Context: an optimization exercise on an open-source flow, tuned for small area and a short achievable clock period. The choices shown serve that exercise and are no tape-out recipe. In this exercise RTL edits were held to simulation tests only and were not proved equivalent to the original. No activity file was given, so power comes from the tool's default toggle rates.

==> design.v <==
`timescale 1ns / 1ps
module ColorDetect(
    input reset_n,
    input clk,
    input enable,
    input [23:0] DATA_IN,
    input DATA_IN_VALID,
    input [10:0] X_VALUE,
    input [9:0] Y_VALUE,
    input [1:0] COLOR,
    input [31:0] FRAME_WAIT,
    output [31:0] COORDINATE,
    output READY
    );
    localparam KX = 4;   
    localparam KY = 4;   
    reg ready;
    reg en;
    reg [15:0] frames;
    reg [19:0] count;            
    reg [10:0] x_q0;             
    reg x_neg;                   
    reg [19:0] x_part;           
    reg [10:KX] x_qhi;           
    reg [9:0] y_q0;
    reg y_neg;
    reg [19:0] y_part;
    reg [9:KY] y_qhi;
    wire sof = (X_VALUE == 11'd0) && (Y_VALUE == 10'd0);
    wire run = enable && reset_n;
    wire hit = (frames == FRAME_WAIT[15:0]);
    wire [15:0] frames_inc;
    Increment #(.N(16)) fi (.a(frames), .ci(DATA_IN_VALID && sof), .s(frames_inc));
    always @(posedge clk) begin
        en <= run && hit;
        if (!run || hit)
            frames <= 16'd0;
        else
            frames <= frames_inc;
    end
    always @(posedge clk)
        ready <= (X_VALUE == 11'd1279) && (Y_VALUE == 10'd719) && !ready;
    wire [7:0] r = DATA_IN[23:16];
    wire [7:0] g = DATA_IN[15:8];
    wire [7:0] b = DATA_IN[7:0];
    reg match;
    always @(*) begin
        case (COLOR)
            2'b00: match = (r >= 8'd180) && (g <= 8'd80) && (b <= 8'd80);
            2'b01: match = (r < 8'd80) && (g > 8'd180) && (b < 8'd80);
            2'b10: match = (r < 8'd80) && (g < 8'd80) && (b > 8'd180);
            default: match = (r > 8'd200) && (g > 8'd200) && (b < 8'd80);
        endcase
    end
    wire [10:0] qx;
    wire [19:0] rx;
    wire [9:0] qy;
    wire [19:0] ry;
    CentroidFinish #(.W(11), .K0(KX)) fx (.q0(x_q0), .neg(x_neg), .part(x_part), .qhi(x_qhi), .d(count), .q(qx), .r(rx));
    CentroidFinish #(.W(10), .K0(KY)) fy (.q0(y_q0), .neg(y_neg), .part(y_part), .qhi(y_qhi), .d(count), .q(qy), .r(ry));
    wire take = DATA_IN_VALID && match;
    wire [19:0] dn;
    Increment #(.N(20)) ci (.a(count), .ci(take), .s(dn));
    wire nx_neg, ny_neg;
    wire [19:0] nx_part, ny_part;
    wire [10:KX] nx_qhi;
    wire [9:KY] ny_qhi;
    CentroidStart #(.W(11), .K0(KX)) sx (.q(qx), .r(rx), .v(X_VALUE), .take(take), .d(dn), .neg(nx_neg), .part(nx_part), .qhi(nx_qhi));
    CentroidStart #(.W(10), .K0(KY)) sy (.q(qy), .r(ry), .v(Y_VALUE), .take(take), .d(dn), .neg(ny_neg), .part(ny_part), .qhi(ny_qhi));
    wire clr = !reset_n || !en;
    always @(posedge clk) begin
        if (clr || (DATA_IN_VALID && sof)) begin
            count <= {19'd0, !clr && match};
            x_q0 <= 11'd0;
            x_neg <= 1'b0;
            x_part <= 20'd0;
            x_qhi <= 0;
            y_q0 <= 10'd0;
            y_neg <= 1'b0;
            y_part <= 20'd0;
            y_qhi <= 0;
        end else begin
            count <= dn;
            x_q0 <= qx;
            x_neg <= nx_neg;
            x_part <= nx_part;
            x_qhi <= nx_qhi;
            y_q0 <= qy;
            y_neg <= ny_neg;
            y_part <= ny_part;
            y_qhi <= ny_qhi;
        end
    end
    assign COORDINATE = {5'd0, qx, 6'd0, qy};
    assign READY = ready;
endmodule
module Increment #(parameter N = 8) (
    input [N-1:0] a,
    input ci,
    output [N-1:0] s
    );
    wire [N:0] c;
    assign c[0] = ci;
    genvar j;
    generate
        for (j = 0; j < N; j = j + 1) begin : bit_
            assign s[j] = a[j] ^ c[j];
            assign c[j+1] = a[j] & c[j];
        end
    endgenerate
endmodule
module RippleAdd #(parameter N = 8) (
    input [N-1:0] a,
    input [N-1:0] b,
    input ci,
    output [N-1:0] s,
    output co
    );
    wire [N:0] c;
    assign c[0] = ci;
    genvar j;
    generate
        for (j = 0; j < N; j = j + 1) begin : bit_
            assign s[j] = a[j] ^ b[j] ^ c[j];
            assign c[j+1] = (a[j] & b[j]) | (a[j] & c[j]) | (b[j] & c[j]);
        end
    endgenerate
    assign co = c[N];
endmodule
module RippleSub #(parameter N = 8) (
    input [N-1:0] a,
    input [N-1:0] b,
    output [N-1:0] f,
    output ge
    );
    wire [N:0] bw;
    assign bw[0] = 1'b0;
    genvar j;
    generate
        for (j = 0; j < N; j = j + 1) begin : bit_
            assign bw[j+1] = (~a[j] & (b[j] | bw[j])) | (b[j] & bw[j]);
        end
    endgenerate
    assign f = b ^ bw[N-1:0];
    assign ge = ~bw[N];
endmodule
module DivStage #(parameter W = 11, parameter I = 1) (
    input [W:0] a,
    input [19:0] d,
    output [W:0] an,
    output qb
    );
    localparam K = W + 1 - I;
    wire [K-1:0] f;
    wire ge;
    RippleSub #(.N(K)) sub (.a(a[W:I]), .b(d[K-1:0]), .f(f), .ge(ge));
    assign qb = ge & ~|d[19:K];
    assign an = {a[W:I] ^ (f & {K{qb}}), a[I-1:0]};
endmodule
module CentroidStart #(parameter W = 11, parameter K0 = 4) (
    input [W-1:0] q,
    input [19:0] r,
    input [W-1:0] v,
    input take,
    input [19:0] d,
    output neg,
    output [19:0] part,
    output [W-1:K0] qhi
    );
    wire [20:0] o1 = {1'b0, r};
    wire [20:0] o2 = {{(21-W){1'b0}}, v & {W{take}}};
    wire [20:0] o3 = {{(21-W){1'b1}}, ~(q & {W{take}})};
    wire [20:0] cs = o1 ^ o2 ^ o3;
    wire [20:0] cc = (o1 & o2) | (o1 & o3) | (o2 & o3);
    wire [20:0] n;
    wire co;
    RippleAdd #(.N(21)) add (.a(cs), .b({cc[19:0], 1'b0}), .ci(1'b1), .s(n), .co(co));
    assign neg = n[20];
    wire [19:0] m = {n[19:W] & {(20-W){~neg}}, n[W-1:0] ^ {W{neg}}};
    wire [W:0] a [K0:W];
    assign a[W] = m[W:0];
    genvar i;
    generate
        for (i = W - 1; i >= K0; i = i - 1) begin : stage
            DivStage #(.W(W), .I(i)) st (.a(a[i+1]), .d(d), .an(a[i]), .qb(qhi[i]));
        end
    endgenerate
    assign part = {m[19:W+1], a[K0]};
endmodule
module CentroidFinish #(parameter W = 11, parameter K0 = 4) (
    input [W-1:0] q0,
    input neg,
    input [19:0] part,
    input [W-1:K0] qhi,
    input [19:0] d,
    output [W-1:0] q,
    output [19:0] r
    );
    wire [W:0] a [0:K0];
    wire [K0-1:0] qlo;
    assign a[K0] = part[W:0];
    genvar i;
    generate
        for (i = K0 - 1; i >= 1; i = i - 1) begin : stage
            DivStage #(.W(W), .I(i)) st (.a(a[i+1]), .d(d), .an(a[i]), .qb(qlo[i]));
        end
    endgenerate
    wire [19:0] p = {part[19:W+1], a[1]};
    wire [19:0] f0;
    wire ge0;
    RippleSub #(.N(20)) sub0 (.a(p), .b(d), .f(f0), .ge(ge0));
    wire [19:0] t0 = p ^ f0;
    wire [W:0] u;
    wire cu;
    RippleAdd #(.N(W+1)) add2 (.a({d[W-1:0], 1'b0}), .b(~p[W:0]), .ci(1'b0), .s(u), .co(cu));
    assign qlo[0] = ge0;
    assign r = neg ? (ge0 ? {{(19-W){1'b0}}, u} : ~t0) : (p ^ (f0 & {20{ge0}}));
    wire [W-1:0] quo = {qhi, qlo};
    wire cq;
    RippleAdd #(.N(W)) addq (.a(q0), .b(quo ^ {W{neg}}), .ci(1'b0), .s(q), .co(cq));
endmodule
==> flow/run.sh <==
#!/bin/bash
# Standard layout, except: synthesis leaves adders to ABC (no full-adder
# cells), and the port buffers are buf_1 cells.
set -euo pipefail
export BUFFER_PORTS_ARGS="-buffer_cell sky130_fd_sc_hd__buf_1"
bash standard.sh "ADDER_MAP_FILE=" "BUFFER_PORTS_ARGS=-buffer_cell sky130_fd_sc_hd__buf_1" finish > standard.log 2>&1
==> standard.sh <==
#!/bin/bash
# synth_recipe.tcl (not shown) runs the flow's synth.tcl, then flattens the netlist and writes it again
# the make line also repeats each setting of config.mk as NAME=value (left out here)
make -C /OpenROAD-flow-scripts/flow DESIGN_CONFIG=/design/flow/config.mk WORK_HOME=/design/flow/orfs CLKGATE_MAP_FILE= SYNTH_SCRIPT=/design/flow/synth_recipe.tcl "${@:-finish}"
==> config.mk <==
export PLATFORM = sky130hd
export DESIGN_NAME = ColorDetect
export DESIGN_NICKNAME = ColorDetect
export VERILOG_FILES = /design/flow/design.v
export SDC_FILE = /design/flow/constraint.sdc
export NUM_CORES = 4
export LEC_CHECK = 0
export ABC_AREA = 1
export CAP_MARGIN = 20
export CORE_MARGIN = 2
export CORE_UTILIZATION = 40
export CTS_BUF_LIST = sky130_fd_sc_hd__clkbuf_4 sky130_fd_sc_hd__clkbuf_8
export SLEW_MARGIN = 20
==> constraint.sdc <==
create_clock -name core_clock -period 100.0 [get_ports {clk}]
set_input_delay 20.0000 -clock core_clock [delete_from_list [all_inputs] [get_ports {clk}]]
set_output_delay 20.0000 -clock core_clock [all_outputs]
set_load 0.01 [all_outputs]
==> flow_summary.toml, run 1 <==
[worst_setup_path]
crit_buf_inv = 12
cp.arrival_ns = 14.85
r2r_cells = 195
reg2reg_to = "y_part[4]"
path_depth = 129
max_stage_delay_ns = 0.53
worst_path_most_repeated_cell = "nand2_1"
crit_path_top_delay_cell = "dfxtp_1"
endpoint = "COORDINATE[9]"
crit_fanout = 30
critPathLaunchType = "flip-flop"
reg2reg_slack_ns = 78.06
rr_startpoint = "count[1]"
crit_family = "simple AND/OR/NAND/NOR gates"
worstSetupStartpoint = "count[1]"
crit_type = "flip-flop to output port"
end_kind = "output port"
required_ns = 80.00

[global_routing]
grt_overflow = 0
grt_max_degree = 58
antenna_found_initial = 0
first_global_vias = 15071
grt_first_pass_wirelength_um = 71700
grt_usage_pct = 21.7

[clock_tree]
post-cts-setup-buffers = 0
cts-hold-fix-buffers = 0
clock_path_buffers = 2
cts_tree = "yes"
cts_made_buffers = 17
cts.sinks = 114
path_clk_slew_ns = 0.09
cts_resized = 0
htreeDepth = 4
insertion_delay_ns = 0.49
root_buffer = "clkbuf_8"

[power]
ir_worst_vdd_v = 0.00000807
p_per_area_mw_per_mm2 = 8.90
combPwrFrac_pct = 34.9
power_mw = 0.147
p_sw_mw = 0.0581
clkPwrFrac_pct = 34.1
intPower_mw = 0.0885
leakage_nw = 8.44
seqPwrFrac_pct = 30.9
switching_share_pct = 39.6

[detailed_routing]
routedWlPerCell_um = 13.3
drc = 0
vias = 16158
routed_wl_um = 43600
initialDrtViolationCount = 897
antenna_left = 0
viasPerCell = 4.95
dr.pass1.iters = 8

[timing]
maxSlewHeadroom_pct = 17.0
hold_viol_final = 0
skew_ns = 0.0232
max_slew.worst_pin.slew_ns = 1.23
layout_setup_ws_ns = 65.15
timing.final.crit_share_pct = 34.8
fmax_mhz = 28.7
finalSetupTns_ns = 0
grt_setup_unrepaired = "no"
finalCriticalPeriod_ns = 34.85
final-setup-viol-count = 0
slew_violations = 0

[floorplanning]
core_area_mm2 = 0.0386
die-width_um = 202
rows = 72
initial_core_util_pct = 40.5
die_area_mm2 = 0.0406
boundaryPins = 116
dieHeight_um = 202

[yosys]
synthFlopType = "dfxtp_1"
synthArstFlopShare_pct = 0
ys_top_cells_by_area = "nand2_1 20%, dfxtp_1 15%, nand3_1 9.1%"
synth.avg_cell_area_um2 = 5.83
synth_warnings = 5
synth-edff-count = 0
yosys.area.top_type = "nand2_1"
mappedNetlistArea_mm2 = 0.0156
synth_cell_type_count = 67
synth_largest_type_area_fraction_pct = 19.9
synthCells = 2679
ys_seq_area_share_pct = 14.6
ys_ff_latch = 114

[place]
hpwl_um = 34400
numPortBuffers = 88
routabilityCongestion = 0.976
placedCellCount = 3234
place_ws_ns = 65.69

[finish]
antennaDiodeCount = 0
layout_commonest_cell = "nand2_1"
final_nets = 2818
synthToLayoutAreaGrowth_pct = 5.50
layout-drive-gt1-share_pct = 12.2
regArea_mm2 = 0.00228
most-common-layout-cells = "827 x nand2_1, 346 x inv_1, 285 x nand3_1"
multi_input_area_mm2 = 0.0112
nFillCells = 4300
fin_cells = 3266
fin_util_pct = 42.7

[worst_hold_path]
hp-class = "flip-flop to flip-flop"

[run_status]
status = "complete, no violations"

[flow_run]
cap_violations = 0
-- kinds of logic after synthesis --
kind of cell	synth area share, %
flops	14.6
other cells	0.0240
buf+inv	13.8
xor+xnor	13.0
compound gates	8.80
simple gates	49.7
-- power groups by stage --
stage	clock (mW)	sequential, mW	combinational, mW
floorplan	0	0.0464	0.0413
global placement	0	0.0464	0.0500
detailed placement	0	0.0464	0.0506
CTS	0.0513	0.0453	0.0510
global route	0.0529	0.0454	0.0581
finish	0.0500	0.0453	0.0512
-- sequential cells by signal, indices dropped and copies added, names as in the netlist --
signal,count
count,20
x_part,20
y_part,20
frames,16
x_q0,11
y_q0,10
x_qhi,7
y_qhi,6
en,1
ready,1
x_neg,1
y_neg,1
-- cell type report --
type | count | share of cell area, %
multi-input combinational | 2116 | 68.1
timing repair buffer | 100 | 2.55
clock buffer | 17 | 1.42
inverter | 386 | 8.99
tap | 518 | 3.93
clock inverter | 15 | 1.19
sequential | 114 | 13.8
-- metal layers --
layer	share of wire, %	vias to the layer above	track usage [%]
met5	0	-	0
met4	4.3	0	10.0
met3	3.9	78	2.88
met2	46	294	37.1
met1	46	7242	26.9
li1	-	8544	-
-- cells in the mapped netlist (3+ instances only) --
cell and n:
a21o_1 3, a21oi_1 52, a21oi_2 10, a31oi_1 7, a41oi_1 3, and2_1 6
and2_2 3, buf_2 3, buf_4 20, buf_6 9, clkbuf_1 16, clkbuf_8 22
clkinv_1 7, dfxtp_1 114, inv_1 346, inv_2 27, nand2_1 828, nand2_2 120
nand2_4 21, nand3_1 285, nand3_2 36, nand3b_1 18, nand4_1 57, nor2_1 215
nor2_2 7, nor3_1 17, nor4_1 11, o2111ai_1 3, o211ai_1 23, o21a_1 14
o21ai_0 54, o21ai_1 21, o21ai_2 6, o21bai_1 4, o221ai_1 3, o31ai_1 3
or2_1 6, or2_2 28, xnor2_1 90, xnor2_2 12, xor2_1 113, xor2_2 4
-- worst register-to-register path: cells and delay by family, from the launching register on --
kind            cells  cell delay (ns)
flops               1             0.53
buf+inv            14             1.41
xor+xnor            5             1.11
compound gates     20             3.70
simple gates      156            15.11
-- stage by stage --
stage	hold slack (ns)	area, um^2
global route	0.517	16500
CTS	0.482	16500
floorplan	0.451	15700
global placement	0.465	16000
detailed placement	0.469	16000
finish	0.479	16500
-- worst min path at each step --
stage                     from         end  slack [ns]  cells past startpoint
floorplan           frames[15]  frames[15]        0.45                      2
finish              frames[15]  frames[15]        0.48                      2
detailed placement  frames[15]  frames[15]        0.47                      2
global route        frames[15]  frames[15]        0.52                      2
CTS                 frames[15]  frames[15]        0.48                      2
global placement    frames[15]  frames[15]        0.47                      2
==> run 2: changes to the inputs <==
==> flow/run.sh (replaced) <==
#!/bin/bash
# Standard layout, except: synthesis leaves adders to ABC (no full-adder
# cells), timing repair aims a little past the clock's period (a larger
# setup slack margin), and the port buffers are buf_1 cells.
set -euo pipefail
export BUFFER_PORTS_ARGS="-buffer_cell sky130_fd_sc_hd__buf_1"
bash standard.sh "ADDER_MAP_FILE=" "SETUP_SLACK_MARGIN=65.2" "BUFFER_PORTS_ARGS=-buffer_cell sky130_fd_sc_hd__buf_1" finish > standard.log 2>&1
==> flow_summary.toml, run 2 <==
[floorplanning]
die_area_mm2 = 0.0406
initial_core_util_pct = 40.5
boundaryPins = 116
die-width_um = 202
dieHeight_um = 202
core_area_mm2 = 0.0386
rows = 72

[finish]
reg_top3 = "count (20), x_part (20), y_part (20)"
layout-drive-gt1-share_pct = 16.0
stdcell_area_mm2 = 0.0171
antennaDiodeCount = 0
fin_util_pct = 44.4
final_nets = 2856
layout_commonest_cell = "nand2_1"
synthToLayoutAreaGrowth_pct = 9.52
fin_cells = 3304
most-common-layout-cells = "793 x nand2_1, 342 x inv_1, 275 x nand3_1"

[timing]
slew_violations = 0
finalCriticalPeriod_ns = 33.52
maxSlewHeadroom_pct = 17.3
fmax_mhz = 29.8
timing.final.crit_share_pct = 33.5
hold_viol_final = 0
final-setup-viol-count = 0
grt_setup_unrepaired = "yes"
finalSetupTns_ns = 0
skew_ns = 0.0215
hold_ws_ns = 0.480
max_slew.worst_pin.slew_ns = 1.23
layout_setup_ws_ns = 66.48

[power]
leakage_nw = 8.71
p_sw_mw = 0.0579
switching_share_pct = 39.5
clkPwrFrac_pct = 34.1
seqPwrFrac_pct = 31.0
p_per_area_mw_per_mm2 = 8.56
power_mw = 0.146
ir_worst_vdd_v = 0.00000815
intPower_mw = 0.0885
combPwrFrac_pct = 35.0

[yosys]
ys_ff_latch = 114
yosys.area.top_type = "nand2_1"
ys_top_cells_by_area = "nand2_1 20%, dfxtp_1 15%, nand3_1 9.1%"
synth_common_cells = "828 x nand2_1, 346 x inv_1, 285 x nand3_1, 215 x nor2_1, 120 x nand2_2"
synthFlopType = "dfxtp_1"
synthArstFlopShare_pct = 0
synth_cell_type_count = 67
yosysMostFrequentCell = "nand2_1"
synth_warnings = 5
synth.avg_cell_area_um2 = 5.83
synth_largest_type_area_fraction_pct = 19.9
synthCells = 2679
mappedNetlistArea_mm2 = 0.0156
ys_seq_area_share_pct = 14.6
synth-edff-count = 0

[detailed_routing]
vias = 16315
dr.pass1.iters = 5
drc = 0
antenna_left = 0
routedWlPerCell_um = 13.4
routed_wl_um = 44300
viasPerCell = 4.94
initialDrtViolationCount = 934

[place]
hpwl_um = 34400
routabilityCongestion = 0.976
place_area_mm2 = 0.0160
place_ws_ns = 65.69
numPortBuffers = 88
placedCellCount = 3234

[global_routing]
grt_overflow = 0
antenna_found_initial = 0
grt_max_degree = 58
first_global_vias = 15071
grt_first_pass_wirelength_um = 71700
grt_usage_pct = 21.7

[clock_tree]
path_clk_slew_ns = 0.09
clock_path_buffers = 2
insertion_delay_ns = 0.49
htreeDepth = 4
cts-hold-fix-buffers = 0
root_buffer = "clkbuf_8"
cts_tree = "yes"
cts.sinks = 114
cts_made_buffers = 17

[flow_run]
cap_violations = 0

[worst_setup_path]
end_kind = "output port"
critPathLaunchType = "flip-flop"
crit_type = "flip-flop to output port"
crit_path_top_delay_cell = "dfxtp_4"
worst_path_most_repeated_cell = "nand2_1"
max_stage_delay_ns = 0.45
cp.arrival_ns = 13.52
required_ns = 80.00
crit_fanout = 9

[worst_hold_path]
hp-class = "flip-flop to flip-flop"

[run_status]
status = "complete, no violations"
==> run 2: cell counts after synthesis <==
No cell type changed its count.
==> run 2: area by class of cell <==
| class | instances | area, um^2 |
|---|---|---|
| flip-flops and latches | 114 | 2290 |
| repair buffers | 137 | 726 |
| well taps | 518 | 648 |
| multi-input cells | 2117 | 11500 |
| clock inverters | 15 | 196 |
| fillers | 4259 | 21400 |
| clock buffers | 17 | 234 |
| inverters | 386 | 1510 |
==> run 2: per-layer routing <==
layer / routed length (um) / global-route usage (%) / vias up / part of all wire, %
met5: 0 / 0 / - / 0
met4: 1800 / 10.0 / 0 / 4.1
met3: 1590 / 2.88 / 77 / 3.6
met2: 20700 / 37.1 / 277 / 47
met1: 20300 / 26.9 / 7350 / 46
li1: - / - / 8611 / -
==> run 2: kinds of logic after synthesis <==
kind of cell	after synthesis	share of synthesized area, %
xor gates and xnor gates	219	13.0
and+or+nand+nor	1666	49.7
buffers and inverters	459	13.8
DFF	114	14.6
AOI/OAI and AO/OA	220	8.80
other	1	0.0240
==> run 2: power groups by stage <==
| stage | combinational [mW] | clock, mW | sequential [mW] |
|---|---|---|---|
| floorplan | 0.0413 | 0 | 0.0464 |
| global placement | 0.0500 | 0 | 0.0464 |
| detailed placement | 0.0506 | 0 | 0.0464 |
| CTS | 0.0510 | 0.0513 | 0.0453 |
| global route | 0.0582 | 0.0529 | 0.0453 |
| finish | 0.0512 | 0.0498 | 0.0453 |
==> run 2: worst paths after layout <==
path / startpoint / to / slack (ns) / cells after the start
setup reg to reg: count[2] / x_part[7] / 78.83 / 198
hold reg to reg: frames[15] / frames[15] / 0.48 / 2
hold / removal: frames[15] / frames[15] / 0.48 / 2
setup / recovery: count[1] / COORDINATE[9] / 66.48 / 127
==> run 2: timing repair <==
action,4_1_cts,5_1_grt
setup buffers,0,37
pin swaps,0,37
endpoints found under the setup margin,2,21
gates resized for setup,1,96
cloned,0,1
==> run 2: critical path: cells and delay by family, from the launching register on <==
kind	cells	cell delay, ns
AND/OR/NAND/NOR	93	8.13
AO/OA/AOI/OAI	21	3.00
flip-flops	1	0.45
XOR/XNOR	3	0.49
buffers and inverters	10	0.88
==> run 3: changes to the inputs <==
--- a/design.v
+++ b/design.v
@@ -19,12 +19,10 @@
     reg [15:0] frames;
     reg [19:0] count;            
-    reg [10:0] x_q0;             
+    reg [10:0] x_qs;             
     reg x_neg;                   
     reg [19:0] x_part;           
-    reg [10:KX] x_qhi;           
-    reg [9:0] y_q0;
+    reg [9:0] y_qs;
     reg y_neg;
     reg [19:0] y_part;
-    reg [9:KY] y_qhi;
     wire sof = (X_VALUE == 11'd0) && (Y_VALUE == 10'd0);
     wire run = enable && reset_n;
@@ -57,6 +55,6 @@
     wire [9:0] qy;
     wire [19:0] ry;
-    CentroidFinish #(.W(11), .K0(KX)) fx (.q0(x_q0), .neg(x_neg), .part(x_part), .qhi(x_qhi), .d(count), .q(qx), .r(rx));
-    CentroidFinish #(.W(10), .K0(KY)) fy (.q0(y_q0), .neg(y_neg), .part(y_part), .qhi(y_qhi), .d(count), .q(qy), .r(ry));
+    CentroidFinish #(.W(11), .K0(KX)) fx (.qs(x_qs), .neg(x_neg), .part(x_part), .d(count), .q(qx), .r(rx));
+    CentroidFinish #(.W(10), .K0(KY)) fy (.qs(y_qs), .neg(y_neg), .part(y_part), .d(count), .q(qy), .r(ry));
     wire take = DATA_IN_VALID && match;
     wire [19:0] dn;
@@ -64,30 +62,26 @@
     wire nx_neg, ny_neg;
     wire [19:0] nx_part, ny_part;
-    wire [10:KX] nx_qhi;
-    wire [9:KY] ny_qhi;
-    CentroidStart #(.W(11), .K0(KX)) sx (.q(qx), .r(rx), .v(X_VALUE), .take(take), .d(dn), .neg(nx_neg), .part(nx_part), .qhi(nx_qhi));
-    CentroidStart #(.W(10), .K0(KY)) sy (.q(qy), .r(ry), .v(Y_VALUE), .take(take), .d(dn), .neg(ny_neg), .part(ny_part), .qhi(ny_qhi));
+    wire [10:0] nx_qs;
+    wire [9:0] ny_qs;
+    CentroidStart #(.W(11), .K0(KX)) sx (.q(qx), .r(rx), .v(X_VALUE), .take(take), .d(dn), .neg(nx_neg), .part(nx_part), .qs(nx_qs));
+    CentroidStart #(.W(10), .K0(KY)) sy (.q(qy), .r(ry), .v(Y_VALUE), .take(take), .d(dn), .neg(ny_neg), .part(ny_part), .qs(ny_qs));
     wire clr = !reset_n || !en;
     always @(posedge clk) begin
         if (clr || (DATA_IN_VALID && sof)) begin
             count <= {19'd0, !clr && match};
-            x_q0 <= 11'd0;
+            x_qs <= 11'd0;
             x_neg <= 1'b0;
             x_part <= 20'd0;
-            x_qhi <= 0;
-            y_q0 <= 10'd0;
+            y_qs <= 10'd0;
             y_neg <= 1'b0;
             y_part <= 20'd0;
-            y_qhi <= 0;
         end else begin
             count <= dn;
-            x_q0 <= qx;
+            x_qs <= nx_qs;
             x_neg <= nx_neg;
             x_part <= nx_part;
-            x_qhi <= nx_qhi;
-            y_q0 <= qy;
+            y_qs <= ny_qs;
             y_neg <= ny_neg;
             y_part <= ny_part;
-            y_qhi <= ny_qhi;
         end
     end
@@ -166,5 +160,5 @@
     output neg,
     output [19:0] part,
-    output [W-1:K0] qhi
+    output [W-1:0] qs
     );
     wire [20:0] o1 = {1'b0, r};
@@ -179,4 +173,5 @@
     wire [19:0] m = {n[19:W] & {(20-W){~neg}}, n[W-1:0] ^ {W{neg}}};
     wire [W:0] a [K0:W];
+    wire [W-1:K0] qhi;
     assign a[W] = m[W:0];
     genvar i;
@@ -187,10 +182,13 @@
     endgenerate
     assign part = {m[19:W+1], a[K0]};
+    wire [W-1:K0] qsh;
+    wire cqs;
+    RippleAdd #(.N(W-K0)) addqs (.a(q[W-1:K0]), .b(qhi ^ {(W-K0){neg}}), .ci(1'b0), .s(qsh), .co(cqs));
+    assign qs = {qsh, q[K0-1:0]};
 endmodule
 module CentroidFinish #(parameter W = 11, parameter K0 = 4) (
-    input [W-1:0] q0,
+    input [W-1:0] qs,
     input neg,
     input [19:0] part,
-    input [W-1:K0] qhi,
     input [19:0] d,
     output [W-1:0] q,
@@ -216,6 +214,9 @@
     assign qlo[0] = ge0;
     assign r = neg ? (ge0 ? {{(19-W){1'b0}}, u} : ~t0) : (p ^ (f0 & {20{ge0}}));
-    wire [W-1:0] quo = {qhi, qlo};
-    wire cq;
-    RippleAdd #(.N(W)) addq (.a(q0), .b(quo ^ {W{neg}}), .ci(1'b0), .s(q), .co(cq));
-endmodule
+    wire [K0-1:0] ql;
+    wire cql;
+    RippleAdd #(.N(K0)) addql (.a(qs[K0-1:0]), .b(qlo ^ {K0{neg}}), .ci(1'b0), .s(ql), .co(cql));
+    wire [W-1:K0] qh;
+    Increment #(.N(W-K0)) incqh (.a(qs[W-1:K0]), .ci(cql), .s(qh));
+    assign q = {qh, ql};
+endmodule
==> flow/run.sh (replaced) <==
#!/bin/bash
# Standard layout, except: synthesis leaves adders to ABC (no full-adder
# cells), and the port buffers are buf_1 cells.
set -euo pipefail
export BUFFER_PORTS_ARGS="-buffer_cell sky130_fd_sc_hd__buf_1"
bash standard.sh "ADDER_MAP_FILE=" "BUFFER_PORTS_ARGS=-buffer_cell sky130_fd_sc_hd__buf_1" finish > standard.log 2>&1
--- a/config.mk
+++ b/config.mk
@@ -10,4 +10,4 @@
 export CORE_MARGIN = 2
 export CORE_UTILIZATION = 40
-export CTS_BUF_LIST = sky130_fd_sc_hd__clkbuf_4 sky130_fd_sc_hd__clkbuf_8
+export CTS_BUF_LIST = sky130_fd_sc_hd__clkbuf_8 sky130_fd_sc_hd__clkbuf_16
 export SLEW_MARGIN = 20
==> flow_summary.toml, run 3 <==
[timing]
hold_viol_final = 0
max_slew.worst_pin.slew_ns = 1.07
timing.final.crit_share_pct = 35.3
grt_setup_unrepaired = "no"
layout_setup_ws_ns = 64.72
maxSlewHeadroom_pct = 27.8
finalCriticalPeriod_ns = 35.28
fmax_mhz = 28.3
slew_violations = 0
skew_ns = 0.0211
finalSetupTns_ns = 0
final-setup-viol-count = 0

[detailed_routing]
dr.pass1.iters = 5
antenna_left = 0
drc = 0
viasPerCell = 5.02
vias = 15713
initialDrtViolationCount = 974
routedWlPerCell_um = 13.5
routed_wl_um = 42300

[finish]
regArea_mm2 = 0.00202
final_nets = 2737
multi_input_area_mm2 = 0.0108
nFillCells = 3991
antennaDiodeCount = 0
layout-drive-gt1-share_pct = 9.89
synthToLayoutAreaGrowth_pct = 3.80
layout_commonest_cell = "nand2_1"
most-common-layout-cells = "840 x nand2_1, 314 x inv_1, 273 x nand3_1"
reg_top3 = "count (20), x_part (20), y_part (20)"

[floorplanning]
rows = 70
die-width_um = 197
dieHeight_um = 197
die_area_mm2 = 0.0389
boundaryPins = 116
core_area_mm2 = 0.0367
initial_core_util_pct = 40.7

[clock_tree]
cts-hold-fix-buffers = 0
root_buffer = "clkbuf_16"
insertion_delay_ns = 0.38
clock_path_buffers = 2
cts.sinks = 101
cts_resized = 0
cts_tree = "yes"
cts_made_buffers = 9
path_clk_slew_ns = 0.08
post-cts-setup-buffers = 0
htreeDepth = 3

[global_routing]
first_global_vias = 14499
grt_max_degree = 40
grt_overflow = 0
grt_first_pass_wirelength_um = 69800
grt_usage_pct = 22.1
antenna_found_initial = 1

[yosys]
synth_top_family_by_area = "simple AND/OR/NAND/NOR gates"
ys_ff_latch = 101
yosys.area.top_type = "nand2_1"
yosysMostFrequentCell = "nand2_1"
synthFlopType = "dfxtp_1"
synthXorXnorAreaFrac_pct = 13.7
ys_top_cells_by_area = "nand2_1 21%, dfxtp_1 14%, nand3_1 9.1%"
synthAdderAreaFrac_pct = 0
synthMuxAreaShare_pct = 0
synth_cell_type_count = 67
synth_largest_type_area_fraction_pct = 21.1
synthSimpleGateAreaFrac_pct = 48.5
synth.avg_cell_area_um2 = 5.72
synth_warnings = 5
synth-edff-count = 0
synth_compound_area_share_pct = 9.90
ys_seq_area_share_pct = 13.5
synthCells = 2616
mappedNetlistArea_mm2 = 0.0150
synthArstFlopShare_pct = 0
synth_common_cells = "840 x nand2_1, 314 x inv_1, 273 x nand3_1, 191 x nor2_1, 150 x xor2_1"

[place]
place_ws_ns = 64.50
numPortBuffers = 88
routabilityCongestion = 0.873
hpwl_um = 33500

[flow_run]
cap_violations = 0

[worst_setup_path]
required_ns = 100.27
crit_family = "simple AND/OR/NAND/NOR gates"
critPathLaunchType = "input pin"
end_kind = "flip-flop"
crit_type = "input pin to flip-flop"
reg2reg_slack_ns = 77.78
crit_fanout = 36
max_stage_delay_ns = 0.57
crit_path_top_delay_cell = "nor2_1"
crit_buf_inv = 28
worst_path_most_repeated_cell = "nand2_1"
cp.arrival_ns = 35.56

[run_status]
status = "complete, no violations"

[worst_hold_path]
hp-class = "flip-flop to flip-flop"

[power]
ir_worst_vdd_v = 0.00000796
p_per_area_mw_per_mm2 = 8.18
leakage_nw = 8.05
[run 3: cell count changes after synthesis, moves of 13 or more]
cell,change
nand2_2,-42
xor2_1,+37
inv_1,-32
a21oi_1,+26
nor2_1,-24
nand3_2,-21
xnor2_1,-21
o21ai_1,+15
dfxtp_1,-13
[run 3: worst reg2reg max path, delay by kind of cell, from the launching register on]
family | cells | cell delay, ns
simple gates | 171 | 17.52
xor+xnor | 6 | 1.31
flops | 1 | 0.75
buf+inv | 11 | 1.27
compound gates | 6 | 1.32
[run 3: metal layers]
layer	up-vias	GRT usage, %	share of wire [%]
li1	8360	-	-
met1	7022	28.5	47
met2	274	38.3	46
met3	55	2.41	3.9
met4	2	7.38	2.9
met5	-	0	0.028
[run 3: area by class of cell]
class | instances | area share, %
clock buffers | 9 | 1.45
clock inverters | 7 | 0.379
inverters | 365 | 9.03
multi-input cells | 2080 | 69.8
flip-flops and latches | 101 | 13.0
well taps | 468 | 3.77
repair buffers | 97 | 2.56
[run 3: power breakdown]
part           switching, mW  internal, mW  leakage, nW
logic                 0.0321        0.0175         7.10
clock network         0.0198        0.0174        0.138
registers       0.0000000503        0.0402        0.813
[run 3: cell families after synthesis]
logic type | after synthesis
and+or+nand+nor | 1596
buffers and inverters | 445
AOI/OAI and AO/OA | 246
xor gates and xnor gates | 227
DFF | 101
other | 1
[run 3: worst paths after layout]
check,start,to,cells past startpoint
min,frames[6],frames[6],2
max,DATA_IN[20],x_qs[10],129
min reg2reg,frames[6],frames[6],2
max reg2reg,count[2],x_qs[10],194
[run 3: through the flow]
| stage | hold slack, ns | instances | util (%) | cell area, um^2 | total power, mW |
|---|---|---|---|---|---|
| 2_1_floorplan | 0.452 | 2626 | - | 15000 | 0.0813 |
| 3_3_place_gp | 0.469 | 3111 | 41.5 | 15200 | 0.0893 |
| 3_5_place_dp | 0.502 | 3111 | 41.5 | 15200 | 0.0902 |
| 4_1_cts | 0.515 | 3127 | 42.3 | 15500 | 0.128 |
| 5_1_grt | 0.539 | 3127 | 42.3 | 15500 | 0.136 |
| 6_report | 0.513 | 3127 | 42.3 | 15500 | 0.127 |
==> run 4: changes to the inputs <==
--- a/config.mk
+++ b/config.mk
@@ -10,4 +10,3 @@
 export CORE_MARGIN = 2
 export CORE_UTILIZATION = 40
-export CTS_BUF_LIST = sky130_fd_sc_hd__clkbuf_8 sky130_fd_sc_hd__clkbuf_16
 export SLEW_MARGIN = 20
==> flow_summary.toml, run 4 <==
[global_routing]
grt_overflow = 0
grt_usage_pct = 22.1
grt_max_degree = 40
antenna_found_initial = 1
first_global_vias = 14499
grt_first_pass_wirelength_um = 69800

[detailed_routing]
top_layer_used = "met5"
antenna_left = 0
dr.pass1.iters = 5
routed_wl_um = 42300
drc = 0
routedWlPerCell_um = 13.5
met1_length_um = 19800
initialDrtViolationCount = 974
viasPerCell = 5.02
vias = 15713
dr_wl_met2_um = 19600
wl_met3_um = 1660

[worst_setup_path]
cp.arrival_ns = 35.56
r2r_cells = 194
crit_fanout = 36
max_stage_delay_ns = 0.57
reg2reg_slack_ns = 77.78
end_kind = "flip-flop"
worstSetupStartpoint = "DATA_IN[20]"
reg2reg_to = "x_qs[10]"
required_ns = 100.27
crit_type = "input pin to flip-flop"
crit_path_top_delay_cell = "nor2_1"
critPathLaunchType = "input pin"
rr_startpoint = "count[2]"
worst_path_most_repeated_cell = "nand2_1"

[finish]
fin_cells = 3127
final_nets = 2737
stdcell_area_mm2 = 0.0155
antennaDiodeCount = 0
reg_top3 = "count (20), x_part (20), y_part (20)"
layout_commonest_cell = "nand2_1"
nFillCells = 3991
synthToLayoutAreaGrowth_pct = 3.80
layout-drive-gt1-share_pct = 9.89
most-common-layout-cells = "840 x nand2_1, 314 x inv_1, 273 x nand3_1"

[worst_hold_path]
whs_path_depth = 2
hp-class = "flip-flop to flip-flop"
hold_start = "frames[6]"
hold_end = "frames[6]"

[yosys]
synth.avg_cell_area_um2 = 5.72
ys_seq_area_share_pct = 13.5
synth_cell_type_count = 67
synth_largest_type_area_fraction_pct = 21.1
synthCells = 2616
synthFlopType = "dfxtp_1"
yosysMostFrequentCell = "nand2_1"
synth-edff-count = 0
synth_warnings = 5
synthArstFlopShare_pct = 0
mappedNetlistArea_mm2 = 0.0150
ys_ff_latch = 101
yosys.area.top_type = "nand2_1"
ys_top_cells_by_area = "nand2_1 21%, dfxtp_1 14%, nand3_1 9.1%"
synth_common_cells = "840 x nand2_1, 314 x inv_1, 273 x nand3_1, 191 x nor2_1, 150 x xor2_1"

[place]
hpwl_um = 33500
place_area_mm2 = 0.0152
placedCellCount = 3111
numPortBuffers = 88
routabilityCongestion = 0.873

[flow_run]
cap_violations = 0

[timing]
fmax_mhz = 28.3
maxSlewHeadroom_pct = 27.8
finalCriticalPeriod_ns = 35.28
slew_violations = 0
max_slew.worst_pin.slew_ns = 1.07
timing.final.crit_share_pct = 35.3
grt_setup_unrepaired = "no"
finalSetupTns_ns = 0
final-setup-viol-count = 0
skew_ns = 0.0211
hold_viol_final = 0

[floorplanning]
boundaryPins = 116
core_area_mm2 = 0.0367
rows = 70
die-width_um = 197
die_area_mm2 = 0.0389
initial_core_util_pct = 40.7
dieHeight_um = 197

[clock_tree]
path_clk_slew_ns = 0.08
clock_path_buffers = 2
cts.sinks = 101
htreeDepth = 3
cts_made_buffers = 9
cts_tree = "yes"
root_buffer = "clkbuf_16"
insertion_delay_ns = 0.38
cts-hold-fix-buffers = 0
cts_resized = 0
post-cts-setup-buffers = 0

[power]
leakage_nw = 8.05
p_per_area_mw_per_mm2 = 8.18
ir_worst_vdd_v = 0.00000796

[run_status]
status = "complete, no violations"
[run 4: cell counts in the layout (fill, tap and decap cells not counted)]
No cell type changed its count.
[run 4: cell type report]
| type | count | area, um^2 | share of cell area (%) |
|---|---|---|---|
| clock buffer | 9 | 225 | 1.45 |
| inverter | 365 | 1400 | 9.03 |
| clock inverter | 7 | 58.8 | 0.379 |
| timing repair buffer | 97 | 398 | 2.56 |
| sequential | 101 | 2020 | 13.0 |
| multi-input combinational | 2080 | 10800 | 69.8 |
| tap | 468 | 586 | 3.77 |
[run 4: layer usage]
layer	global-route usage (%)	vias to the layer above
met4	7.38	2
met5	0	-
li1	-	8360
met2	38.3	274
met1	28.5	7022
met3	2.41	55
[run 4: kinds of logic after synthesis]
group / share of synthesized area [%]
AO/OA/AOI/OAI: 9.90
AND/OR/NAND/NOR: 48.5
XOR/XNOR: 13.7
buffers and inverters: 14.3
flip-flops: 13.5
other: 0.0251
[run 4: critical path, delay by kind of cell]
family | cells | cell delay (ns)
xor+xnor | 2 | 0.48
buf+inv | 28 | 2.77
simple gates | 94 | 11.05
compound gates | 5 | 1.22
[run 4: worst max path at each step]
stage | to | slack (ns) | cells past startpoint
2_1_floorplan | x_qs[10] | 68.39 | 124
3_3_place_gp | x_qs[10] | 64.93 | 127
3_5_place_dp | x_qs[10] | 64.50 | 129
4_1_cts | x_qs[10] | 64.85 | 129
5_1_grt | x_qs[10] | 62.32 | 131
6_report | x_qs[10] | 64.72 | 129
[run 4: power breakdown]
group | total, mW | internal (mW) | switching [mW]
Combinational | 0.0496 | 0.0175 | 0.0321
Sequential | 0.0402 | 0.0402 | 0.0000000503
Clock | 0.0372 | 0.0174 | 0.0198
Total | 0.127 | 0.0751 | 0.0519
[run 4: stage by stage]
step	utilization, %	setup slack, ns	total power, mW	hold WS [ns]
after global placement	41.5	64.93	0.0893	0.469
after global routing	42.3	62.32	0.136	0.539
after CTS	42.3	64.85	0.128	0.515
final	42.3	64.72	0.127	0.513
after detailed placement	41.5	64.50	0.0902	0.502
after floorplan	-	68.39	0.0813	0.452
==> run 5: changes to the inputs <==
--- a/design.v
+++ b/design.v
@@ -13,5 +13,5 @@
     output READY
     );
-    localparam KX = 4;   
+    localparam KX = 5;   
     localparam KY = 4;   
     reg ready;
==> flow_summary.toml, run 5 <==
[run_status]
status = "complete, no violations"

[clock_tree]
root_buffer = "clkbuf_16"
cts-hold-fix-buffers = 0
cts_made_buffers = 9
cts.sinks = 101
cts_resized = 0
htreeDepth = 3
post-cts-setup-buffers = 0
cts_tree = "yes"
path_clk_slew_ns = 0.08
clock_path_buffers = 2
insertion_delay_ns = 0.38

[worst_setup_path]
crit_type = "flip-flop to output port"
crit_path_top_delay_cell = "dfxtp_1"
end_kind = "output port"
crit_buf_inv = 5
crit_family = "simple AND/OR/NAND/NOR gates"
cp.arrival_ns = 14.61
critPathLaunchType = "flip-flop"
required_ns = 80.00
max_stage_delay_ns = 0.94
crit_fanout = 33
worst_path_most_repeated_cell = "nand2_1"

[detailed_routing]
viasPerCell = 5.04
drc = 0
dr.pass1.iters = 8
initialDrtViolationCount = 933
routed_wl_um = 44000
routedWlPerCell_um = 13.8
vias = 16062
antenna_left = 0

[global_routing]
grt_usage_pct = 22.8
grt_first_pass_wirelength_um = 71900
grt_use_met2_pct = 39.2
grt_overflow = 0
grt_max_degree = 43
first_global_vias = 14772
antenna_found_initial = 0
grt.busiest_layer = "met2"
met1_usage_pct = 30.4
grt_use_met3_pct = 2.42

[timing]
hold_viol_final = 0
final-setup-viol-count = 0
skew_ns = 0.0204
slew_violations = 0
finalCriticalPeriod_ns = 34.61
finalSetupTns_ns = 0
grt_setup_unrepaired = "no"
maxSlewHeadroom_pct = 35.5
hold_ws_ns = 0.490
timing.final.crit_share_pct = 34.6
fmax_mhz = 28.9
max_slew.worst_pin.slew_ns = 0.958

[floorplanning]
dieHeight_um = 198
boundaryPins = 116
initial_core_util_pct = 40.4
die_area_mm2 = 0.0394
die-width_um = 198
rows = 71
core_area_mm2 = 0.0374

[yosys]
ys_top_cells_by_area = "nand2_1 21%, dfxtp_1 13%, nand3_1 9.3%"
yosys.area.top_type = "nand2_1"
ys_ff_latch = 101
ys_seq_area_share_pct = 13.4
synth_common_cells = "846 x nand2_1, 314 x inv_1, 282 x nand3_1, 198 x nor2_1, 138 x xor2_1"
synthCells = 2627
synth_largest_type_area_fraction_pct = 21.0
synth_cell_type_count = 73
synth-edff-count = 0
yosysMostFrequentCell = "nand2_1"
synth_warnings = 5
synthArstFlopShare_pct = 0
synth.avg_cell_area_um2 = 5.75
mappedNetlistArea_mm2 = 0.0151
synthFlopType = "dfxtp_1"

[finish]
nFillCells = 4078
final_nets = 2752
most-common-layout-cells = "845 x nand2_1, 314 x inv_1, 282 x nand3_1"
regArea_mm2 = 0.00202
layout-drive-gt1-share_pct = 10.5
reg_top3 = "count (20), x_part (20), y_part (20)"
layout_commonest_cell = "nand2_1"
multi_input_area_mm2 = 0.0111
synthToLayoutAreaGrowth_pct = 4.32
antennaDiodeCount = 0
fin_cells = 3185

[power]
intPower_mw = 0.0732
clkPwrFrac_pct = 29.0
combPwrFrac_pct = 38.0
p_sw_mw = 0.0487
seqPwrFrac_pct = 32.9
leakage_nw = 8.13
p_per_area_mw_per_mm2 = 7.73
switching_share_pct = 40.0
ir_worst_vdd_v = 0.00000888

[place]
placedCellCount = 3169
numPortBuffers = 88
hpwl_um = 35500
routabilityCongestion = 0.870

[worst_hold_path]
hp-class = "flip-flop to flip-flop"

[flow_run]
cap_violations = 0
run 5: cells by family after synthesis:
group | after synthesis | synth area share, %
other cells | 1 | 0.0248
simple gates | 1642 | 50.5
flops | 101 | 13.4
compound gates | 236 | 9.49
xor+xnor | 217 | 13.0
buf+inv | 430 | 13.6
run 5: power groups by stage:
| stage | Combinational (mW) | Clock [mW] | Sequential (mW) |
|---|---|---|---|
| 3_5_place_dp | 0.0456 | 0 | 0.0411 |
| 6_report | 0.0463 | 0.0354 | 0.0402 |
| 3_3_place_gp | 0.0446 | 0 | 0.0411 |
| 4_1_cts | 0.0459 | 0.0363 | 0.0402 |
| 5_1_grt | 0.0524 | 0.0380 | 0.0402 |
| 2_1_floorplan | 0.0372 | 0 | 0.0411 |
run 5: metrics by stage:
stage	setup WS (ns)	power, mW	area, um^2	utilization [%]
finish	65.39	0.122	15800	42.2
CTS	65.50	0.122	15800	42.2
floorplan	69.20	0.0783	15200	-
global placement	66.28	0.0857	15500	41.4
detailed placement	65.98	0.0868	15500	41.4
global route	63.31	0.131	15800	42.2
run 5: worst reg2reg max path, delay by kind of cell, from the launching register on:
family	cells	cell delay [ns]
buffers and inverters	11	1.30
AO/OA/AOI/OAI	23	4.09
XOR/XNOR	5	1.07
flip-flops	1	0.94
AND/OR/NAND/NOR	154	15.60
run 5: path summary, 6_finish.rpt:
kind / endpoint / slack, ns / startpoint / depth (start not counted)
max: COORDINATE[26] / 65.39 / count[0] / 127
min: frames[15] / 0.49 / frames[15] / 2
max reg2reg: y_qs[9] / 76.90 / count[0] / 193
min reg2reg: frames[15] / 0.49 / frames[15] / 2
run 5: layer usage:
layer | part of all wire, % | vias to the layer above
met3 | 5.2 | 36
met1 | 47 | 7283
met5 | 0 | -
li1 | - | 8391
met2 | 46 | 352
met4 | 1.9 | 0
run 5: final cells by class:
class,instances,area share (%)
clock inverters,7,0.349
inverters,351,8.47
multi-input cells,2106,70.2
flip-flops and latches,101,12.8
repair buffers,100,2.67
clock buffers,9,1.43
well taps,511,4.05
==> run 6: changes to the inputs <==
--- a/config.mk
+++ b/config.mk
@@ -10,3 +10,4 @@
 export CORE_MARGIN = 2
 export CORE_UTILIZATION = 40
+export CTS_BUF_LIST = sky130_fd_sc_hd__clkbuf_8
 export SLEW_MARGIN = 20
==> flow_summary.toml, run 6 <==
[run_status]
status = "complete, no violations"

[floorplanning]
rows = 71
die-width_um = 198
dieHeight_um = 198
initial_core_util_pct = 40.4
core_area_mm2 = 0.0374
die_area_mm2 = 0.0394
boundaryPins = 116

[detailed_routing]
routedWlPerCell_um = 13.8
viasPerCell = 5.04
initialDrtViolationCount = 993
antenna_left = 0
routed_wl_um = 44100
drc = 0
vias = 16045
dr.pass1.iters = 5

[flow_run]
cap_violations = 0

[yosys]
synthFlopType = "dfxtp_1"
synth.avg_cell_area_um2 = 5.75
synth_compound_area_share_pct = 9.49
synthXorXnorAreaFrac_pct = 13.0
synth_top_family_by_area = "simple AND/OR/NAND/NOR gates"
synth_common_cells = "846 x nand2_1, 314 x inv_1, 282 x nand3_1, 198 x nor2_1, 138 x xor2_1"
yosys.area.top_type = "nand2_1"
synthCells = 2627
synth-edff-count = 0
ys_top_cells_by_area = "nand2_1 21%, dfxtp_1 13%, nand3_1 9.3%"
synth_largest_type_area_fraction_pct = 21.0
mappedNetlistArea_mm2 = 0.0151
yosysMostFrequentCell = "nand2_1"
synth_warnings = 5
synthSimpleGateAreaFrac_pct = 50.5
synthMuxAreaShare_pct = 0
synth_cell_type_count = 73
synthAdderAreaFrac_pct = 0
ys_seq_area_share_pct = 13.4
ys_ff_latch = 101
synthArstFlopShare_pct = 0

[finish]
final_nets = 2752
nFillCells = 4084
regArea_mm2 = 0.00202
layout-drive-gt1-share_pct = 10.5
synthToLayoutAreaGrowth_pct = 3.65
fin_util_pct = 41.9
antennaDiodeCount = 0
most-common-layout-cells = "845 x nand2_1, 314 x inv_1, 282 x nand3_1"
multi_input_area_mm2 = 0.0111
reg_top3 = "count (20), x_part (20), y_part (20)"
layout_commonest_cell = "nand2_1"

[timing]
max_slew.worst_pin.slew_ns = 1.01
hold_viol_final = 0
slew_violations = 0
maxSlewHeadroom_pct = 31.9
finalSetupTns_ns = 0
fmax_mhz = 28.9
final-setup-viol-count = 0
grt_setup_unrepaired = "no"
skew_ns = 0.0273
timing.final.crit_share_pct = 34.6
finalCriticalPeriod_ns = 34.64

[worst_hold_path]
hold_start = "frames[15]"
whs_path_depth = 2
hp-class = "flip-flop to flip-flop"

[clock_tree]
clock_path_buffers = 2
insertion_delay_ns = 0.44
cts_resized = 0
htreeDepth = 3
path_clk_slew_ns = 0.12
cts_made_buffers = 9
root_buffer = "clkbuf_8"
cts_tree = "yes"
cts-hold-fix-buffers = 0
post-cts-setup-buffers = 0
cts.sinks = 101

[worst_setup_path]
cp.arrival_ns = 14.64
critPathLaunchType = "flip-flop"
worst_path_most_repeated_cell = "nand2_1"
rr_startpoint = "count[0]"
crit_family = "simple AND/OR/NAND/NOR gates"
path_depth = 127
crit_path_top_delay_cell = "dfxtp_1"
worstSetupStartpoint = "count[0]"
crit_buf_inv = 5
crit_type = "flip-flop to output port"
crit_fanout = 33
required_ns = 80.00
end_kind = "output port"
r2r_cells = 190
max_stage_delay_ns = 0.95

[global_routing]
antenna_found_initial = 0
grt_usage_pct = 22.8
grt_max_degree = 43
grt_overflow = 0
grt_first_pass_wirelength_um = 71700
first_global_vias = 14760

[power]
ir_worst_vdd_v = 0.00000643
p_per_area_mw_per_mm2 = 7.25
leakage_nw = 8.08

[place]
numPortBuffers = 88
routabilityCongestion = 0.870
hpwl_um = 35500
[run 6: cell counts after synthesis]
Identical to the previous run, type by type.
[run 6: cell type report]
type / instances / share of cell area [%]
flip-flops and latches: 101 / 12.9
well taps: 511 / 4.08
clock buffers: 9 / 0.791
inverters: 351 / 8.52
clock inverters: 7 / 0.351
multi-input cells: 2106 / 70.7
repair buffers: 100 / 2.68
[run 6: final timing paths]
kind	slack, ns	endpoint
worst max-delay path	65.36	COORDINATE[26]
worst max register to register	76.91	y_qs[9]
worst min register to register	0.50	frames[15]
worst min-delay path	0.50	frames[15]
[run 6: where the power goes]
part | switching, mW | internal, mW | leakage [nW] | total [mW]
Sequential | 0.0000000484 | 0.0402 | 0.813 | 0.0402
Combinational | 0.0307 | 0.0158 | 7.18 | 0.0465
Clock | 0.0175 | 0.00935 | 0.0870 | 0.0269
Total | 0.0482 | 0.0653 | 8.08 | 0.114
[run 6: cell families (layout without fill, tap and decap cells)]
kind of cell | count (synthesis) | count (layout)
other | 1 | 11
buffers and inverters | 430 | 467
AND/OR/NAND/NOR | 1642 | 1642
flip-flops | 101 | 101
XOR/XNOR | 217 | 217
AO/OA/AOI/OAI | 236 | 236
[run 6: worst register-to-register path: cells and delay by family (launching register included)]
kind                      cells  cell delay, ns
AOI/OAI and AO/OA            24            4.29
DFF                           1            0.95
buffers and inverters         9            1.16
xor gates and xnor gates      5            1.07
and+or+nand+nor             152           15.59
[run 6: metrics by stage]
stage / hold slack (ns) / total power [mW] / area, um^2 / setup slack (ns) / instances
floorplan: 0.455 / 0.0783 / 15200 / 69.20 / 2637
global placement: 0.471 / 0.0857 / 15500 / 66.28 / 3169
detailed placement: 0.482 / 0.0868 / 15500 / 65.98 / 3169
CTS: 0.498 / 0.114 / 15700 / 65.43 / 3185
global route: 0.541 / 0.122 / 15700 / 63.24 / 3185
finish: 0.495 / 0.114 / 15700 / 65.36 / 3185
[run 6: routing by layer]
| layer | part of all wire (%) | track usage [%] | vias to the layer above |
|---|---|---|---|
| li1 | - | - | 8390 |
| met1 | 46 | 30.1 | 7263 |
| met2 | 46 | 39.2 | 355 |
| met3 | 5.4 | 2.93 | 37 |
| met4 | 1.8 | 5.93 | 0 |
| met5 | 0 | 0 | - |
==> run 7: changes to the inputs <==
==> flow/run.sh (replaced) <==
#!/bin/bash
# Standard layout, except: synthesis leaves adders to ABC (no full-adder
# cells), timing repair aims a little past the clock's period (a larger
# setup slack margin), and the port buffers are buf_1 cells.
set -euo pipefail
export BUFFER_PORTS_ARGS="-buffer_cell sky130_fd_sc_hd__buf_1"
bash standard.sh "ADDER_MAP_FILE=" "SETUP_SLACK_MARGIN=65.5" "BUFFER_PORTS_ARGS=-buffer_cell sky130_fd_sc_hd__buf_1" finish > standard.log 2>&1
==> flow_summary.toml, run 7 <==
[yosys]
ys_seq_area_share_pct = 13.4
yosys.area.top_type = "nand2_1"
synthFlopType = "dfxtp_1"
synth-edff-count = 0
synth_warnings = 5
ys_top_cells_by_area = "nand2_1 21%, dfxtp_1 13%, nand3_1 9.3%"
synth_largest_type_area_fraction_pct = 21.0
yosysMostFrequentCell = "nand2_1"
synth_common_cells = "846 x nand2_1, 314 x inv_1, 282 x nand3_1, 198 x nor2_1, 138 x xor2_1"
synthArstFlopShare_pct = 0
ys_ff_latch = 101
mappedNetlistArea_mm2 = 0.0151
synthCells = 2627
synth.avg_cell_area_um2 = 5.75
synth_cell_type_count = 73

[timing]
final-setup-viol-count = 0
finalSetupTns_ns = 0
grt_setup_unrepaired = "no"
hold_ws_ns = 0.495
slew_violations = 0
skew_ns = 0.0298
max_slew.worst_pin.slew_ns = 1.00
maxSlewHeadroom_pct = 32.6
fmax_mhz = 29.9
hold_viol_final = 0
finalCriticalPeriod_ns = 33.47
layout_setup_ws_ns = 66.53
timing.final.crit_share_pct = 33.5

[global_routing]
first_global_vias = 14760
grt_first_pass_wirelength_um = 71700
grt_max_degree = 43
grt_overflow = 0
grt_usage_pct = 22.8
antenna_found_initial = 0

[finish]
fin_util_pct = 45.1
nFillCells = 3985
multi_input_area_mm2 = 0.0117
most-common-layout-cells = "770 x nand2_1, 310 x inv_1, 245 x nand3_1"
fin_cells = 3254
layout_commonest_cell = "nand2_1"
synthToLayoutAreaGrowth_pct = 11.6
regArea_mm2 = 0.00203
reg_top3 = "count (20), x_part (20), y_part (20)"
stdcell_area_mm2 = 0.0169
antennaDiodeCount = 0
layout-drive-gt1-share_pct = 17.8
final_nets = 2821

[detailed_routing]
dr.pass1.iters = 5
vias = 16427
routedWlPerCell_um = 14.0
antenna_left = 0
drc = 0
initialDrtViolationCount = 1052
routed_wl_um = 45500
viasPerCell = 5.05

[clock_tree]
htreeDepth = 3
cts_made_buffers = 9
cts_tree = "yes"
clock_path_buffers = 2
cts.sinks = 101
root_buffer = "clkbuf_8"
insertion_delay_ns = 0.44
path_clk_slew_ns = 0.12
cts-hold-fix-buffers = 0

[place]
hpwl_um = 35500
placedCellCount = 3169
routabilityCongestion = 0.870
place_area_mm2 = 0.0155
place_ws_ns = 65.98
numPortBuffers = 88

[power]
power_mw = 0.113
p_per_area_mw_per_mm2 = 6.72
ir_worst_vdd_v = 0.00000594
leakage_nw = 8.71

[worst_setup_path]
crit_path_top_delay_cell = "dfxtp_4"
critPathLaunchType = "flip-flop"
crit_fanout = 7
crit_type = "flip-flop to output port"
reg2reg_slack_ns = 78.18
required_ns = 80.00
end_kind = "output port"
worst_path_most_repeated_cell = "nand2_2"
max_stage_delay_ns = 0.42
cp.arrival_ns = 13.47

[floorplanning]
dieHeight_um = 198
boundaryPins = 116
rows = 71
initial_core_util_pct = 40.4
die_area_mm2 = 0.0394
die-width_um = 198
core_area_mm2 = 0.0374

[flow_run]
cap_violations = 0

[worst_hold_path]
hp-class = "flip-flop to flip-flop"

[run_status]
status = "complete, no violations"
## run 7: per-layer routing
metal	part of all wire [%]	vias to the layer above	GRT usage [%]
met5	0	-	0
met2	46	368	39.2
li1	-	8525	-
met3	5.2	44	2.93
met4	2.3	0	5.93
met1	46	7490	30.1
## run 7: final timing paths
check,startpoint,to,cells past startpoint
setup / recovery,count[1],COORDINATE[26],128
hold / removal,frames[15],frames[15],2
setup reg to reg,count[1],y_qs[9],190
hold reg to reg,frames[15],frames[15],2
## run 7: area by class of cell
cell class	count	area share, %
multi-input combinational	2109	69.4
sequential	101	12.0
inverter	351	8.08
timing repair buffer	166	5.65
tap	511	3.79
clock buffer	9	0.734
clock inverter	7	0.326
## run 7: power by group
part           switching, mW  leakage, nW  internal, mW
clock                 0.0174       0.0870       0.00935
sequential      0.0000000511        0.816        0.0401
combinational         0.0307         7.81        0.0158
total                 0.0482         8.71        0.0653
## run 7: kinds of logic after synthesis
group,after synthesis,share of synthesized area (%)
AND/OR/NAND/NOR,1642,50.5
other,1,0.0248
AO/OA/AOI/OAI,236,9.49
XOR/XNOR,217,13.0
buffers and inverters,430,13.6
flip-flops,101,13.4
## run 7: worst max-delay path: cells and delay by family, from the launching register on
kind            cells  cell delay [ns]
simple gates      118            11.03
xor+xnor            3             0.54
buf+inv             5             0.51
compound gates      2             0.50
flops               1             0.42
## run 7: repair_timing
action	CTS	global route
pin swaps	0	86
resized for setup	1	177
endpoints found under the setup margin	1	21
setup buffers	0	66
gates cloned	0	3
==> run 8: changes to the inputs <==
--- a/flow/run.sh
+++ b/flow/run.sh
@@ -5,3 +5,3 @@
 set -euo pipefail
 export BUFFER_PORTS_ARGS="-buffer_cell sky130_fd_sc_hd__buf_1"
-bash standard.sh "ADDER_MAP_FILE=" "SETUP_SLACK_MARGIN=65.5" "BUFFER_PORTS_ARGS=-buffer_cell sky130_fd_sc_hd__buf_1" finish > standard.log 2>&1
+bash standard.sh "ADDER_MAP_FILE=" "SETUP_SLACK_MARGIN=66.0" "BUFFER_PORTS_ARGS=-buffer_cell sky130_fd_sc_hd__buf_1" finish > standard.log 2>&1
==> flow_summary.toml, run 8 <==
[run_status]
status = "complete, no violations"

[place]
routabilityCongestion = 0.870
hpwl_um = 35500
place_ws_ns = 65.98
numPortBuffers = 88

[yosys]
synth_largest_type_area_fraction_pct = 21.0
mappedNetlistArea_mm2 = 0.0151
synth_compound_area_share_pct = 9.49
synthArstFlopShare_pct = 0
ys_ff_latch = 101
synth_top_family_by_area = "simple AND/OR/NAND/NOR gates"
synth_warnings = 5
synthAdderAreaFrac_pct = 0
yosysMostFrequentCell = "nand2_1"
synthSimpleGateAreaFrac_pct = 50.5
synth.avg_cell_area_um2 = 5.75
synth_common_cells = "846 x nand2_1, 314 x inv_1, 282 x nand3_1, 198 x nor2_1, 138 x xor2_1"
synth-edff-count = 0
synthMuxAreaShare_pct = 0
synth_cell_type_count = 73
synthCells = 2627
ys_seq_area_share_pct = 13.4
synthXorXnorAreaFrac_pct = 13.0
ys_top_cells_by_area = "nand2_1 21%, dfxtp_1 13%, nand3_1 9.3%"
synthFlopType = "dfxtp_1"
yosys.area.top_type = "nand2_1"

[global_routing]
grt_max_degree = 43
grt_overflow = 0
grt_usage_pct = 22.8
first_global_vias = 14787
grt_first_pass_wirelength_um = 71700
antenna_found_initial = 0

[power]
clkPwrFrac_pct = 23.7
seqPwrFrac_pct = 35.3
p_per_area_mw_per_mm2 = 6.50
combPwrFrac_pct = 40.9
p_sw_mw = 0.0483
switching_share_pct = 42.5
ir_worst_vdd_v = 0.00000622
leakage_nw = 9.03
intPower_mw = 0.0653

[worst_setup_path]
required_ns = 80.00
end_kind = "output port"
crit_type = "flip-flop to output port"
crit_path_top_delay_cell = "dfxtp_4"
worst_path_most_repeated_cell = "nand2_2"
critPathLaunchType = "flip-flop"
worstSetupStartpoint = "count[1]"
cp.arrival_ns = 13.39
max_stage_delay_ns = 0.42
rr_startpoint = "count[0]"
reg2reg_slack_ns = 78.19
crit_fanout = 5

[clock_tree]
htreeDepth = 3
insertion_delay_ns = 0.43
cts_tree = "yes"
root_buffer = "clkbuf_8"
cts.sinks = 101
clock_path_buffers = 2
path_clk_slew_ns = 0.12
cts-hold-fix-buffers = 0
cts_made_buffers = 9

[timing]
layout_setup_ws_ns = 66.61
finalCriticalPeriod_ns = 33.39
hold_viol_final = 0
maxSlewHeadroom_pct = 31.9
skew_ns = 0.0272
final-setup-viol-count = 0
finalSetupTns_ns = 0
timing.final.crit_share_pct = 33.4
fmax_mhz = 30.0
grt_setup_unrepaired = "yes"
max_slew.worst_pin.slew_ns = 1.01
slew_violations = 0

[floorplanning]
die_area_mm2 = 0.0394
initial_core_util_pct = 40.4
core_area_mm2 = 0.0374
die-width_um = 198
boundaryPins = 116
rows = 71
dieHeight_um = 198

[finish]
layout-drive-gt1-share_pct = 21.9
layout_commonest_cell = "nand2_1"
final_nets = 2859
reg_top3 = "count (20), x_part (20), y_part (20)"
most-common-layout-cells = "723 x nand2_1, 308 x inv_1, 221 x nand3_1"
fin_util_pct = 46.7
synthToLayoutAreaGrowth_pct = 15.6
antennaDiodeCount = 0

[worst_hold_path]
hold_start = "frames[15]"
hp-class = "flip-flop to flip-flop"

[flow_run]
cap_violations = 0

[detailed_routing]
drc = 0
vias = 16544
antenna_left = 0
initialDrtViolationCount = 1081
viasPerCell = 5.03
routed_wl_um = 46400
dr.pass1.iters = 6
routedWlPerCell_um = 14.1
[run 8: cell count changes in the layout (fill, tap and decap cells not counted), sizes merged]
cell / before / now
buf: 166 / 201
clkbuf: 9 / 12
[run 8: per-layer routing]
metal	GRT usage, %	vias up	share of wire [%]
met2	39.2	359	47
met1	30.0	7530	46
li1	-	8599	-
met5	0	-	0
met3	2.95	56	4.7
met4	5.96	0	2.5
[run 8: critical path, delay by kind of cell, from the launching register on]
family / cells / cell delay (ns)
DFF: 1 / 0.42
and+or+nand+nor: 117 / 10.85
xor gates and xnor gates: 3 / 0.53
buffers and inverters: 6 / 0.59
AOI/OAI and AO/OA: 2 / 0.52
[run 8: final cells by class]
class / count / area, um^2
multi-input cells: 2109 / 12000
repair buffers: 204 / 1230
well taps: 511 / 639
inverters: 351 / 1370
fillers: 3927 / 19900
flip-flops and latches: 101 / 2030
clock buffers: 9 / 124
clock inverters: 7 / 55.1
[run 8: worst paths after layout]
| check | endpoint | cells past startpoint |
|---|---|---|
| min | frames[15] | 2 |
| min reg2reg | frames[15] | 2 |
| max | COORDINATE[26] | 128 |
| max reg2reg | y_qs[9] | 192 |
[run 8: power groups by stage]
stage          registers, mW  clock network (mW)  logic [mW]
2_1_floorplan         0.0411                   0      0.0372
3_3_place_gp          0.0411                   0      0.0446
3_5_place_dp          0.0411                   0      0.0456
4_1_cts               0.0402              0.0276      0.0459
5_1_grt               0.0402              0.0290      0.0525
6_report              0.0401              0.0270      0.0465
[run 8: what timing repair did]
| action | in CTS | in global routing |
|---|---|---|
| endpoints found under the setup margin | 9 | 21 |
| pin swaps | 0 | 120 |
| buffers inserted | 0 | 104 |
| cloned | 0 | 3 |
| gates resized for setup | 6 | 268 |
[run 8: per-stage QoR]
stage,instances,power (mW),hold WS (ns),instance area (um^2)
global placement,3169,0.0857,0.471,15500
finish,3292,0.114,0.495,17500
CTS,3185,0.114,0.498,15700
global route,3292,0.122,0.541,17500
detailed placement,3169,0.0868,0.482,15500
floorplan,2637,0.0783,0.455,15200
[run 8: kinds of logic after synthesis]
family / after synthesis
xor gates and xnor gates: 217
and+or+nand+nor: 1642
other: 1
buffers and inverters: 430
DFF: 101
AOI/OAI and AO/OA: 236

==> what the ideal ports hide <==
How much do the figures lean on ideal ports? The routed layouts below were timed once more, with nothing changed but the port constraints. Step 1: set_driving_cell puts a clkbuf_16 on clk and a buf_2 on each other input, an assumption about the parent block. Step 2, shift: input delay + t, output delay - t, t = (earliest + latest rising clock arrival at the registers) / 2. This alone moves slack from input paths to output paths. Three values: ideal, step 1, step 2; two values: the first two.
run | t (ns) | setup WS [ns] | clock arrival spread, ns | worst register clock-pin slew, ns
run 1 | 0.532 | 65.150 / 65.098 / 65.630 | 0.023 / 0.023 | 0.10 / 0.10
run 2 | 0.534 | 66.484 / 66.432 / 66.777 | 0.022 / 0.022 | 0.09 / 0.09
run 3 | 0.423 | 64.716 / 64.745 / 64.322 | 0.021 / 0.022 | 0.10 / 0.10
run 4 | 0.423 | 64.716 / 64.745 / 64.322 | 0.021 / 0.022 | 0.10 / 0.10
run 5 | 0.424 | 65.387 / 65.332 / 65.756 | 0.020 / 0.021 | 0.08 / 0.08
run 6 | 0.470 | 65.355 / 65.307 / 65.777 | 0.028 / 0.028 | 0.12 / 0.12
run 7 | 0.468 | 66.532 / 66.484 / 66.952 | 0.030 / 0.030 | 0.12 / 0.12
run 8 | 0.469 | 66.612 / 66.563 / 67.032 | 0.027 / 0.027 | 0.12 / 0.12
After both steps every run listed still meets setup and hold.
